This is an optimization exercise on Yosys and OpenROAD, whose aim is small area, a short achievable clock period and few clock cycles per item, not a production implementation.
RTL that was checked went through simulation tests only; none was proved equivalent to the original.
Power is estimated from default activity; no workload was simulated.

==> flow/design.v (excerpt) <==
module processor (clock, reset, instr, pc, bus, bus_valid, exit);
	input clock;
	input reset;             
	input [15:0] instr;      
	output reg [5:0] pc;     
	output reg [15:0] bus;
	output reg bus_valid;
	output exit;
	reg [2:0] op;            
	reg [7:0] sa, sb;        
	reg [9:0] lo;            
	reg [5:0] alt;           
	reg valid;               
	reg halted;              
	wire [15:0] imm = {{6{lo[9]}}, lo};
	wire [5:0] off = lo[5:0];
	wire ex = valid & ~halted;
	reg [15:0] r0, r1, r2, r3, r4, r5, r6, r7;
	wire [15:0] ra = ({16{sa[0]}} & r0) | ({16{sa[1]}} & r1) | ({16{sa[2]}} & r2) | ({16{sa[3]}} & r3) |
	                 ({16{sa[4]}} & r4) | ({16{sa[5]}} & r5) | ({16{sa[6]}} & r6) | ({16{sa[7]}} & r7);
	wire [15:0] rb = ({16{sb[0]}} & r0) | ({16{sb[1]}} & r1) | ({16{sb[2]}} & r2) | ({16{sb[3]}} & r3) |
	                 ({16{sb[4]}} & r4) | ({16{sb[5]}} & r5) | ({16{sb[6]}} & r6) | ({16{sb[7]}} & r7);
	wire sub = (op == 3'b001);
	wire s_sum = ~reset & (op == 3'b000 | op == 3'b001);
	wire s_nan = ~reset & (op == 3'b010);
	wire s_imm = ~reset & (op == 3'b101);
	wire s_rep = ~reset & (op == 3'b111);
	wire [15:0] other = ({16{s_nan}} & ~(ra & rb)) | ({16{s_imm}} & imm) | ({16{s_rep}} & rb);
	wire [15:0] wd;
	addks u_add (.x(ra), .y(rb ^ {16{sub}}), .cin(sub), .sel(s_sum), .other(other), .o(wd));
	wire wr = ex & (op == 3'b000 | op == 3'b001 | op == 3'b010 | op == 3'b101 | op == 3'b111);
	wire [7:0] we = {8{reset}} | ({8{wr}} & sa);
	always @(posedge clock) begin
		if (we[0]) r0 <= wd;
		if (we[1]) r1 <= wd;
		if (we[2]) r2 <= wd;
		if (we[3]) r3 <= wd;
		if (we[4]) r4 <= wd;
		if (we[5]) r5 <= wd;
		if (we[6]) r6 <= wd;
		if (we[7]) r7 <= wd;
	end
	wire pred_ex = (op == 3'b110) & off[5];
	wire taken = (ra == 16'd0) & (off != 6'd0);
	wire redirect = ex & (op == 3'b110) & (taken != pred_ex);
	wire pred = (instr[15:13] == 3'b110) & instr[5];
	wire [5:0] pc_seq, pc_pred;
	pcnext u_pcnext (.pc(pc), .foff(instr[5:0]), .seq(pc_seq), .pred(pc_pred));
	always @(posedge clock) begin
		op <= instr[15:13];
		sa <= 8'd1 << instr[12:10];
		sb <= 8'd1 << instr[9:7];
		lo <= instr[9:0];
		alt <= pred ? pc_seq : pc_pred;
		if (reset) begin
			pc <= 6'd0;
			valid <= 1'b0;
			halted <= 1'b0;
		end else begin
  ...
Size: roughly 710 cells after synthesis, ~190 flip-flops.
Settings: LEC_CHECK=0, CAP_MARGIN=20, CORE_MARGIN=2, CORE_UTILIZATION=55, CTS_BUF_LIST=sky130_fd_sc_hd__clkbuf_4 sky130_fd_sc_hd__clkbuf_8, SETUP_SLACK_MARGIN=4.0, SLEW_MARGIN=20, SYNTH_HIERARCHICAL=1, SYNTH_MINIMUM_KEEP_SIZE=0; clock period 7.0 ns.
standard.sh (not shown) runs the stock make flow with config.mk's settings and CLKGATE_MAP_FILE= SYNTH_SCRIPT=/design/flow/synth_recipe.tcl, a recipe that flattens the netlist after the stock synthesis.
==> flow/flow/run.sh <==
#!/bin/bash
# Standard layout (the standard.sh, unchanged synthesis and steps), with
# one change: the buffers placed on the ports are sky130_fd_sc_hd__buf_1
# instead of the default cell the port-buffering step picks.
# The make output goes to standard.log; each ORFS step keeps its own log
# under orfs/logs/.
set -euo pipefail
export BUFFER_PORTS_ARGS="-buffer_cell sky130_fd_sc_hd__buf_1"
bash standard.sh > standard.log 2>&1
Testbench counts at the start, summed over its fixed seeds: cycles 45,298, instructions 43,963.
Rerun with:
--- a/flow/design.v
+++ b/flow/design.v
@@ -1,20 +1,21 @@
 module addks(x, y, cin, sel, other, o);
 	input [15:0] x, y;
 	input cin;
 	input sel;
 	input [15:0] other;
 	output [15:0] o;
 	wire p0_0, g0_0;
-	ks_pgc u_pg0 (.x(x[0]), .y(y[0]), .c(cin), .p(p0_0), .g(g0_0));
+	ks_p u_pg0 (.x(x[0]), .y(y[0]), .p(p0_0));
+	ks_maj u_g0 (.x(x[0]), .y(y[0]), .c(cin), .g(g0_0));
 	wire p0_1, g0_1;
 	ks_pg u_pg1 (.x(x[1]), .y(y[1]), .p(p0_1), .g(g0_1));
 	wire p0_2, g0_2;
 	ks_pg u_pg2 (.x(x[2]), .y(y[2]), .p(p0_2), .g(g0_2));
 	wire p0_3, g0_3;
 	ks_pg u_pg3 (.x(x[3]), .y(y[3]), .p(p0_3), .g(g0_3));
 	wire p0_4, g0_4;
 	ks_pg u_pg4 (.x(x[4]), .y(y[4]), .p(p0_4), .g(g0_4));
 	wire p0_5, g0_5;
 	ks_pg u_pg5 (.x(x[5]), .y(y[5]), .p(p0_5), .g(g0_5));
 	wire p0_6, g0_6;
 	ks_pg u_pg6 (.x(x[6]), .y(y[6]), .p(p0_6), .g(g0_6));
@@ -185,29 +186,33 @@
 	ks_pre u_pre14 (.p(p0_14), .sel(sel), .other(other[14]), .x0(x0_14), .x1(x1_14));
 	ks_mux u_o14 (.c(g4_13), .x0(x0_14), .x1(x1_14), .o(o[14]));
 	wire x0_15, x1_15;
 	ks_pre u_pre15 (.p(p0_15), .sel(sel), .other(other[15]), .x0(x0_15), .x1(x1_15));
 	ks_mux u_o15 (.c(g4_14), .x0(x0_15), .x1(x1_15), .o(o[15]));
 endmodule
 module ks_pg(x, y, p, g);
 	input x, y;
 	output p, g;
 	assign p = x ^ y;
 	assign g = x & y;
 endmodule
-module ks_pgc(x, y, c, p, g);
-	input x, y, c;
-	output p, g;
+module ks_p(x, y, p);
+	input x, y;
+	output p;
 	assign p = x ^ y;
-	assign g = (x & y) | (p & c);
+endmodule
+module ks_maj(x, y, c, g);
+	input x, y, c;
+	output g;
+	assign g = (x & y) | (x & c) | (y & c);
 endmodule
 module ks_bcp(gh, ph, gl, pl, go, po);
 	input gh, ph, gl, pl;
 	output go, po;
 	assign go = ~(gh | (ph & gl));
 	assign po = ~(ph & pl);
 endmodule
 module ks_bcn(gh, ph, gl, pl, go, po);
 	input gh, ph, gl, pl;    
 	output go, po;
 	assign go = ~(gh & (ph | gl));
 	assign po = ~(ph | pl);
Power falls by 2.2%.
Final cell count falls by 0.82%.
Register-to-register slack improves by 60 ps.
Clock power falls by 5.7%.
Clock skew rises by 6.2 ps.
Area after synthesis does not change.
First-iteration DRC count falls by 16%.
Count of clock-buffer cells in the layout falls by 2.
Via count falls by 1.3%.
Die area is unchanged.
Testbench counts after the change, summed over its fixed seeds: cycles 45,298, instructions 43,963.

---

RTL: one of the versions met above, not the one the previous note started from.
Size in the first run: roughly 190 flip-flops, ~9100 um^2 of cells after synthesis.
==> flow/design.v (excerpt) <==
module processor (clock, reset, instr, pc, bus, bus_valid, exit);
==> flow/config.mk <==
export PLATFORM = sky130hd
export DESIGN_NAME = processor
export DESIGN_NICKNAME = processor
export VERILOG_FILES = /design/flow/design.v
export SDC_FILE = /design/flow/constraint.sdc
export NUM_CORES = 4
export LEC_CHECK = 0
export CAP_MARGIN = 20
export CORE_MARGIN = 2
export CORE_UTILIZATION = 55
export CTS_BUF_LIST = sky130_fd_sc_hd__clkbuf_4 sky130_fd_sc_hd__clkbuf_8
export SETUP_SLACK_MARGIN = 4.0
export SLEW_MARGIN = 20
export SYNTH_HIERARCHICAL = 1
export SYNTH_MINIMUM_KEEP_SIZE = 0
==> flow/constraint.sdc <==
create_clock -name core_clock -period 7.0 [get_ports {clock}]
set_input_delay 1.4000 -clock core_clock [delete_from_list [all_inputs] [get_ports {clock}]]
set_output_delay 1.4000 -clock core_clock [all_outputs]
set_load 0.01 [all_outputs]
==> flow/flow/run.sh <==
#!/bin/bash
set -euo pipefail
export BUFFER_PORTS_ARGS="-buffer_cell sky130_fd_sc_hd__buf_1"
export CTS_ARGS="-sink_clustering_enable -repair_clock_nets -buf_list {sky130_fd_sc_hd__clkbuf_4 sky130_fd_sc_hd__clkbuf_8} -dont_use_dummy_load"
bash standard.sh > standard.log 2>&1
Testbench counts at the start, summed over its fixed seeds: cycles 45,298, instructions 43,963.
Change:
--- a/flow/design.v
+++ b/flow/design.v
@@ -1,21 +1,20 @@
 module addks(x, y, cin, sel, other, o);
 	input [15:0] x, y;
 	input cin;
 	input sel;
 	input [15:0] other;
 	output [15:0] o;
 	wire p0_0, g0_0;
-	ks_p u_pg0 (.x(x[0]), .y(y[0]), .p(p0_0));
-	ks_maj u_g0 (.x(x[0]), .y(y[0]), .c(cin), .g(g0_0));
+	ks_pgc u_pg0 (.x(x[0]), .y(y[0]), .c(cin), .p(p0_0), .g(g0_0));
 	wire p0_1, g0_1;
 	ks_pg u_pg1 (.x(x[1]), .y(y[1]), .p(p0_1), .g(g0_1));
 	wire p0_2, g0_2;
 	ks_pg u_pg2 (.x(x[2]), .y(y[2]), .p(p0_2), .g(g0_2));
 	wire p0_3, g0_3;
 	ks_pg u_pg3 (.x(x[3]), .y(y[3]), .p(p0_3), .g(g0_3));
 	wire p0_4, g0_4;
 	ks_pg u_pg4 (.x(x[4]), .y(y[4]), .p(p0_4), .g(g0_4));
 	wire p0_5, g0_5;
 	ks_pg u_pg5 (.x(x[5]), .y(y[5]), .p(p0_5), .g(g0_5));
 	wire p0_6, g0_6;
 	ks_pg u_pg6 (.x(x[6]), .y(y[6]), .p(p0_6), .g(g0_6));
@@ -186,33 +185,29 @@
 	ks_pre u_pre14 (.p(p0_14), .sel(sel), .other(other[14]), .x0(x0_14), .x1(x1_14));
 	ks_mux u_o14 (.c(g4_13), .x0(x0_14), .x1(x1_14), .o(o[14]));
 	wire x0_15, x1_15;
 	ks_pre u_pre15 (.p(p0_15), .sel(sel), .other(other[15]), .x0(x0_15), .x1(x1_15));
 	ks_mux u_o15 (.c(g4_14), .x0(x0_15), .x1(x1_15), .o(o[15]));
 endmodule
 module ks_pg(x, y, p, g);
 	input x, y;
 	output p, g;
 	assign p = x ^ y;
 	assign g = x & y;
 endmodule
-module ks_p(x, y, p);
-	input x, y;
-	output p;
-	assign p = x ^ y;
-endmodule
-module ks_maj(x, y, c, g);
+module ks_pgc(x, y, c, p, g);
 	input x, y, c;
-	output g;
-	assign g = (x & y) | (x & c) | (y & c);
+	output p, g;
+	assign p = x ^ y;
+	assign g = (x & y) | (p & c);
 endmodule
 module ks_bcp(gh, ph, gl, pl, go, po);
 	input gh, ph, gl, pl;
 	output go, po;
 	assign go = ~(gh | (ph & gl));
 	assign po = ~(ph & pl);
 endmodule
 module ks_bcn(gh, ph, gl, pl, go, po);
 	input gh, ph, gl, pl;    
 	output go, po;
 	assign go = ~(gh & (ph | gl));
 	assign po = ~(ph | pl);
Total power is about the same.
Clock power stays flat.
Combinational power grows by about 3%.
Cell area grows by 0.54%.
Global-route usage barely changes.
Testbench counts after the change, summed over its fixed seeds: cycles 45,298, instructions 43,963.

---

Setup of main:
The RTL this note starts from:
==> flow/design.v <==
module addpfx(input [15:0] x, input [15:0] y, input cin, output [15:0] s);
	wire [15:0] p0 = x ^ y;
	wire [15:0] g0 = (x & y) | {15'd0, p0[0] & cin};
	wire g1_1 = g0[1] | (p0[1] & g0[0]);
	wire p1_1 = p0[1] & p0[0];
	wire g1_2 = g0[2] | (p0[2] & g0[1]);
	wire p1_2 = p0[2] & p0[1];
	wire g1_3 = g0[3] | (p0[3] & g0[2]);
	wire p1_3 = p0[3] & p0[2];
	wire g1_4 = g0[4] | (p0[4] & g0[3]);
	wire p1_4 = p0[4] & p0[3];
	wire g1_5 = g0[5] | (p0[5] & g0[4]);
	wire p1_5 = p0[5] & p0[4];
	wire g1_6 = g0[6] | (p0[6] & g0[5]);
	wire p1_6 = p0[6] & p0[5];
	wire g1_7 = g0[7] | (p0[7] & g0[6]);
	wire p1_7 = p0[7] & p0[6];
	wire g1_8 = g0[8] | (p0[8] & g0[7]);
	wire p1_8 = p0[8] & p0[7];
	wire g1_9 = g0[9] | (p0[9] & g0[8]);
	wire p1_9 = p0[9] & p0[8];
	wire g1_10 = g0[10] | (p0[10] & g0[9]);
	wire p1_10 = p0[10] & p0[9];
	wire g1_11 = g0[11] | (p0[11] & g0[10]);
	wire p1_11 = p0[11] & p0[10];
	wire g1_12 = g0[12] | (p0[12] & g0[11]);
	wire p1_12 = p0[12] & p0[11];
	wire g1_13 = g0[13] | (p0[13] & g0[12]);
	wire p1_13 = p0[13] & p0[12];
	wire g1_14 = g0[14] | (p0[14] & g0[13]);
	wire p1_14 = p0[14] & p0[13];
	wire g1_15 = g0[15] | (p0[15] & g0[14]);
	wire p1_15 = p0[15] & p0[14];
	wire g2_2 = g1_2 | (p1_2 & g0[0]);
	wire p2_2 = p1_2 & p0[0];
	wire g2_3 = g1_3 | (p1_3 & g1_1);
	wire p2_3 = p1_3 & p1_1;
	wire g2_4 = g1_4 | (p1_4 & g1_2);
	wire p2_4 = p1_4 & p1_2;
	wire g2_5 = g1_5 | (p1_5 & g1_3);
	wire p2_5 = p1_5 & p1_3;
	wire g2_6 = g1_6 | (p1_6 & g1_4);
	wire p2_6 = p1_6 & p1_4;
	wire g2_7 = g1_7 | (p1_7 & g1_5);
	wire p2_7 = p1_7 & p1_5;
	wire g2_8 = g1_8 | (p1_8 & g1_6);
	wire p2_8 = p1_8 & p1_6;
	wire g2_9 = g1_9 | (p1_9 & g1_7);
	wire p2_9 = p1_9 & p1_7;
	wire g2_10 = g1_10 | (p1_10 & g1_8);
	wire p2_10 = p1_10 & p1_8;
	wire g2_11 = g1_11 | (p1_11 & g1_9);
	wire p2_11 = p1_11 & p1_9;
	wire g2_12 = g1_12 | (p1_12 & g1_10);
	wire p2_12 = p1_12 & p1_10;
	wire g2_13 = g1_13 | (p1_13 & g1_11);
	wire p2_13 = p1_13 & p1_11;
	wire g2_14 = g1_14 | (p1_14 & g1_12);
	wire p2_14 = p1_14 & p1_12;
	wire g2_15 = g1_15 | (p1_15 & g1_13);
	wire p2_15 = p1_15 & p1_13;
	wire g3_4 = g2_4 | (p2_4 & g0[0]);
	wire p3_4 = p2_4 & p0[0];
	wire g3_5 = g2_5 | (p2_5 & g1_1);
	wire p3_5 = p2_5 & p1_1;
	wire g3_6 = g2_6 | (p2_6 & g2_2);
	wire p3_6 = p2_6 & p2_2;
	wire g3_7 = g2_7 | (p2_7 & g2_3);
	wire p3_7 = p2_7 & p2_3;
	wire g3_8 = g2_8 | (p2_8 & g2_4);
	wire p3_8 = p2_8 & p2_4;
	wire g3_9 = g2_9 | (p2_9 & g2_5);
	wire p3_9 = p2_9 & p2_5;
	wire g3_10 = g2_10 | (p2_10 & g2_6);
	wire p3_10 = p2_10 & p2_6;
	wire g3_11 = g2_11 | (p2_11 & g2_7);
	wire p3_11 = p2_11 & p2_7;
	wire g3_12 = g2_12 | (p2_12 & g2_8);
	wire p3_12 = p2_12 & p2_8;
	wire g3_13 = g2_13 | (p2_13 & g2_9);
	wire p3_13 = p2_13 & p2_9;
	wire g3_14 = g2_14 | (p2_14 & g2_10);
	wire p3_14 = p2_14 & p2_10;
	wire g3_15 = g2_15 | (p2_15 & g2_11);
	wire p3_15 = p2_15 & p2_11;
	wire g4_8 = g3_8 | (p3_8 & g0[0]);
	wire p4_8 = p3_8 & p0[0];
	wire g4_9 = g3_9 | (p3_9 & g1_1);
	wire p4_9 = p3_9 & p1_1;
	wire g4_10 = g3_10 | (p3_10 & g2_2);
	wire p4_10 = p3_10 & p2_2;
	wire g4_11 = g3_11 | (p3_11 & g2_3);
	wire p4_11 = p3_11 & p2_3;
	wire g4_12 = g3_12 | (p3_12 & g3_4);
	wire p4_12 = p3_12 & p3_4;
	wire g4_13 = g3_13 | (p3_13 & g3_5);
	wire p4_13 = p3_13 & p3_5;
	wire g4_14 = g3_14 | (p3_14 & g3_6);
	wire p4_14 = p3_14 & p3_6;
	wire g4_15 = g3_15 | (p3_15 & g3_7);
	wire p4_15 = p3_15 & p3_7;
	wire [15:0] c = {g4_14, g4_13, g4_12, g4_11, g4_10, g4_9, g4_8, g3_7, g3_6, g3_5, g3_4, g2_3, g2_2, g1_1, g0[0], cin};
	assign s = p0 ^ c;
endmodule
module pcnext(pc, foff, seq, pred);
	input [5:0] pc;          
	input [5:0] foff;        
	output [5:0] seq;        
	output [5:0] pred;       
	assign seq = pc + 6'd1;
	assign pred = pc + foff;
endmodule
module processor (clock, reset, instr, pc, bus, bus_valid, exit);
	input clock;
	input reset;             
	input [15:0] instr;      
	output reg [5:0] pc;     
	output [15:0] bus;
	output bus_valid;
	output exit;
	reg [2:0] op;            
	reg [7:0] sa, sb;        
	reg [7:0] sna, snb;      
	reg [9:0] lo;            
	reg [5:0] alt;           
	reg valid;               
	reg halted;              
	wire [15:0] imm = {{6{lo[9]}}, lo};
	wire [5:0] off = lo[5:0];
	wire ex = valid & ~halted;
	reg [15:0] r0, r1, r2, r3, r4, r5, r6, r7;
	wire [7:0] ra_lo = ({8{sa[0]}} & r0[7:0]) | ({8{sa[1]}} & r1[7:0]) | ({8{sa[2]}} & r2[7:0]) | ({8{sa[3]}} & r3[7:0]) |
	                   ({8{sa[4]}} & r4[7:0]) | ({8{sa[5]}} & r5[7:0]) | ({8{sa[6]}} & r6[7:0]) | ({8{sa[7]}} & r7[7:0]);
	wire [7:0] rb_lo = ({8{sb[0]}} & r0[7:0]) | ({8{sb[1]}} & r1[7:0]) | ({8{sb[2]}} & r2[7:0]) | ({8{sb[3]}} & r3[7:0]) |
	                   ({8{sb[4]}} & r4[7:0]) | ({8{sb[5]}} & r5[7:0]) | ({8{sb[6]}} & r6[7:0]) | ({8{sb[7]}} & r7[7:0]);
	wire [7:0] ra_hi = ({8{sna[0]}} | r0[15:8]) & ({8{sna[1]}} | r1[15:8]) & ({8{sna[2]}} | r2[15:8]) & ({8{sna[3]}} | r3[15:8]) &
	                   ({8{sna[4]}} | r4[15:8]) & ({8{sna[5]}} | r5[15:8]) & ({8{sna[6]}} | r6[15:8]) & ({8{sna[7]}} | r7[15:8]);
	wire [7:0] rb_hi = ({8{snb[0]}} | r0[15:8]) & ({8{snb[1]}} | r1[15:8]) & ({8{snb[2]}} | r2[15:8]) & ({8{snb[3]}} | r3[15:8]) &
	                   ({8{snb[4]}} | r4[15:8]) & ({8{snb[5]}} | r5[15:8]) & ({8{snb[6]}} | r6[15:8]) & ({8{snb[7]}} | r7[15:8]);
	wire [15:0] ra = {ra_hi, ra_lo};
	wire [15:0] rb = {rb_hi, rb_lo};
	wire sub = (op == 3'b001);
	wire [15:0] sum;
	addpfx u_add (.x(ra), .y(rb ^ {16{sub}}), .cin(sub), .s(sum));
	wire s_sum = ~reset & (op == 3'b000 | op == 3'b001);
	wire s_nan = ~reset & (op == 3'b010);
	wire s_imm = ~reset & (op == 3'b101);
	wire s_rep = ~reset & (op == 3'b111);
	wire [15:0] wd = ({16{s_sum}} & sum) | ({16{s_nan}} & ~(ra & rb)) |
	                 ({16{s_imm}} & imm) | ({16{s_rep}} & rb);
	wire wr = ex & (op == 3'b000 | op == 3'b001 | op == 3'b010 | op == 3'b101 | op == 3'b111);
	wire [7:0] we = {8{reset}} | ({8{wr}} & sa);
	always @(posedge clock) begin
		if (we[0]) r0 <= wd;
		if (we[1]) r1 <= wd;
		if (we[2]) r2 <= wd;
		if (we[3]) r3 <= wd;
		if (we[4]) r4 <= wd;
		if (we[5]) r5 <= wd;
		if (we[6]) r6 <= wd;
		if (we[7]) r7 <= wd;
	end
	wire pred_ex = (op == 3'b110) & off[5];
	wire taken = (ra == 16'd0) & (off != 6'd0);
	wire redirect = ex & (op == 3'b110) & (taken != pred_ex);
	wire pred = (instr[15:13] == 3'b110) & instr[5];
	wire [5:0] pc_seq, pc_pred;
	pcnext u_pcnext (.pc(pc), .foff(instr[5:0]), .seq(pc_seq), .pred(pc_pred));
	always @(posedge clock) begin
		op <= instr[15:13];
		sa <= 8'd1 << instr[12:10];
		sb <= 8'd1 << instr[9:7];
		sna <= ~(8'd1 << instr[12:10]);
		snb <= ~(8'd1 << instr[9:7]);
		lo <= instr[9:0];
		alt <= pred ? pc_seq : pc_pred;
		if (reset) begin
			pc <= 6'd0;
			valid <= 1'b0;
			halted <= 1'b0;
		end else begin
			pc <= redirect ? alt : pred ? pc_pred : pc_seq;
			valid <= ~redirect;
			if (ex & (op == 3'b011)) halted <= 1'b1;
		end
	end
	assign bus = ra;
	assign bus_valid = ex & (op == 3'b100);
	assign exit = halted | (ex & (op == 3'b011));
endmodule
make LEC_CHECK=0 CAP_MARGIN=20 CORE_MARGIN=2 CORE_UTILIZATION=55 CTS_BUF_LIST='sky130_fd_sc_hd__clkbuf_4 sky130_fd_sc_hd__clkbuf_8' SETUP_SLACK_MARGIN=3.0 SLEW_MARGIN=20 SYNTH_HIERARCHICAL=1 SYNTH_MINIMUM_KEEP_SIZE=0 finish   # period 7.0 ns
run.sh (not shown) runs the stock make flow with config.mk's settings and CLKGATE_MAP_FILE= SYNTH_SCRIPT=/design/flow/synth_recipe.tcl, a recipe that flattens the netlist after the stock synthesis.
Stock flow here: none of the scripts above is used.
[inputs] the feature branch vs main
--- a/flow/design.v
+++ b/flow/design.v
@@ -120,7 +120,6 @@
 	output exit;
 	reg [2:0] op;            
 	reg [7:0] sa, sb;        
-	reg [7:0] sna, snb;      
 	reg [9:0] lo;            
 	reg [5:0] alt;           
 	reg valid;               
@@ -129,16 +128,10 @@
 	wire [5:0] off = lo[5:0];
 	wire ex = valid & ~halted;
 	reg [15:0] r0, r1, r2, r3, r4, r5, r6, r7;
-	wire [7:0] ra_lo = ({8{sa[0]}} & r0[7:0]) | ({8{sa[1]}} & r1[7:0]) | ({8{sa[2]}} & r2[7:0]) | ({8{sa[3]}} & r3[7:0]) |
-	                   ({8{sa[4]}} & r4[7:0]) | ({8{sa[5]}} & r5[7:0]) | ({8{sa[6]}} & r6[7:0]) | ({8{sa[7]}} & r7[7:0]);
-	wire [7:0] rb_lo = ({8{sb[0]}} & r0[7:0]) | ({8{sb[1]}} & r1[7:0]) | ({8{sb[2]}} & r2[7:0]) | ({8{sb[3]}} & r3[7:0]) |
-	                   ({8{sb[4]}} & r4[7:0]) | ({8{sb[5]}} & r5[7:0]) | ({8{sb[6]}} & r6[7:0]) | ({8{sb[7]}} & r7[7:0]);
-	wire [7:0] ra_hi = ({8{sna[0]}} | r0[15:8]) & ({8{sna[1]}} | r1[15:8]) & ({8{sna[2]}} | r2[15:8]) & ({8{sna[3]}} | r3[15:8]) &
-	                   ({8{sna[4]}} | r4[15:8]) & ({8{sna[5]}} | r5[15:8]) & ({8{sna[6]}} | r6[15:8]) & ({8{sna[7]}} | r7[15:8]);
-	wire [7:0] rb_hi = ({8{snb[0]}} | r0[15:8]) & ({8{snb[1]}} | r1[15:8]) & ({8{snb[2]}} | r2[15:8]) & ({8{snb[3]}} | r3[15:8]) &
-	                   ({8{snb[4]}} | r4[15:8]) & ({8{snb[5]}} | r5[15:8]) & ({8{snb[6]}} | r6[15:8]) & ({8{snb[7]}} | r7[15:8]);
-	wire [15:0] ra = {ra_hi, ra_lo};
-	wire [15:0] rb = {rb_hi, rb_lo};
+	wire [15:0] ra = ({16{sa[0]}} & r0) | ({16{sa[1]}} & r1) | ({16{sa[2]}} & r2) | ({16{sa[3]}} & r3) |
+	                 ({16{sa[4]}} & r4) | ({16{sa[5]}} & r5) | ({16{sa[6]}} & r6) | ({16{sa[7]}} & r7);
+	wire [15:0] rb = ({16{sb[0]}} & r0) | ({16{sb[1]}} & r1) | ({16{sb[2]}} & r2) | ({16{sb[3]}} & r3) |
+	                 ({16{sb[4]}} & r4) | ({16{sb[5]}} & r5) | ({16{sb[6]}} & r6) | ({16{sb[7]}} & r7);
 	wire sub = (op == 3'b001);
 	wire [15:0] sum;
 	addpfx u_add (.x(ra), .y(rb ^ {16{sub}}), .cin(sub), .s(sum));
@@ -170,8 +163,6 @@
 		op <= instr[15:13];
 		sa <= 8'd1 << instr[12:10];
 		sb <= 8'd1 << instr[9:7];
-		sna <= ~(8'd1 << instr[12:10]);
-		snb <= ~(8'd1 << instr[9:7]);
 		lo <= instr[9:0];
 		alt <= pred ? pc_seq : pc_pred;
 		if (reset) begin
==> comparison <==
In the feature branch, worst setup slack is higher than in main. NOTE: total number of cells along the worst setup path in the feature branch exceeds that of main. On arrival time of data at the critical path endpoint: between main and the feature branch, it ends up lower for main. In the metrics for main and the feature branch, the one carrying the higher combinational group share of total power is the feature branch. The feature branch ends up with a global-route wire length before repair that is 0.34% higher than in main. | multi-input combinational gate total | the feature branch vs main | ≈ equal |. The higher inverter count of main and the feature branch is in main. The feature branch ended with less share of the clock period used by the worst path than main. As far as pin count of the biggest net entering global routing goes, the feature branch and main are indistinguishable; the numbers are identical. Largest voltage drop on the vdd net in the feature branch is about 17% below main. Compared with main, the feature branch improves post-route minimum period. Going from main to the feature branch, routed via count held, multi-input gate share of the layout cell area moved up.
Testbench counts of the feature branch, summed over its fixed seeds: cycles 45,298, instructions 43,963.
The RTL of main was laid out without a check of its function.

afterwards: timing with drivers on the ports:
How much do the figures lean on ideal ports? The routed layouts below were timed once more, with nothing changed but the port constraints. Step 1 sets driving cells, clkbuf_16 on the clock port and buf_2 on the other inputs (assumed; they add their load-dependent delay and slew). Step 2 adds t to the input delays and takes it off the output delays; t is the mean of the earliest and latest rising clock arrival at the registers after step 1. Input paths then give back, and output paths get back, about the clock's delay inside the block. a / b / c = no drivers / after step 1 / after step 2; a / b = the first two.
| run | t, ns | slack for setup (ns) | worst register clock-pin slew, ns | cell pins on the clock port's net |
|---|---|---|---|---|
| the first run of note 1 | 0.503 | 4.029 / 4.029 / 3.603 | 0.10 / 0.10 | 1 |
| the second run of note 1 | 0.497 | 4.094 / 4.087 / 3.612 | 0.11 / 0.11 | 1 |
| the first run of note 2 | 0.485 | 4.059 / 4.059 / 3.600 | 0.10 / 0.10 | 1 |
| the second run of note 2 | 0.488 | 4.064 / 4.064 / 3.592 | 0.10 / 0.10 | 1 |
| main | 0.502 | 3.088 / 3.049 / 3.129 | 0.10 / 0.10 | 1 |
| the feature branch | 0.502 | 3.310 / 3.274 / 3.113 | 0.10 / 0.10 | 1 |
After both steps setup and hold are still met in every run listed. For the second run of note 1, which loses most, drivers alone change the setup slack by -0.007 ns; drivers and shift together by -0.482 ns.
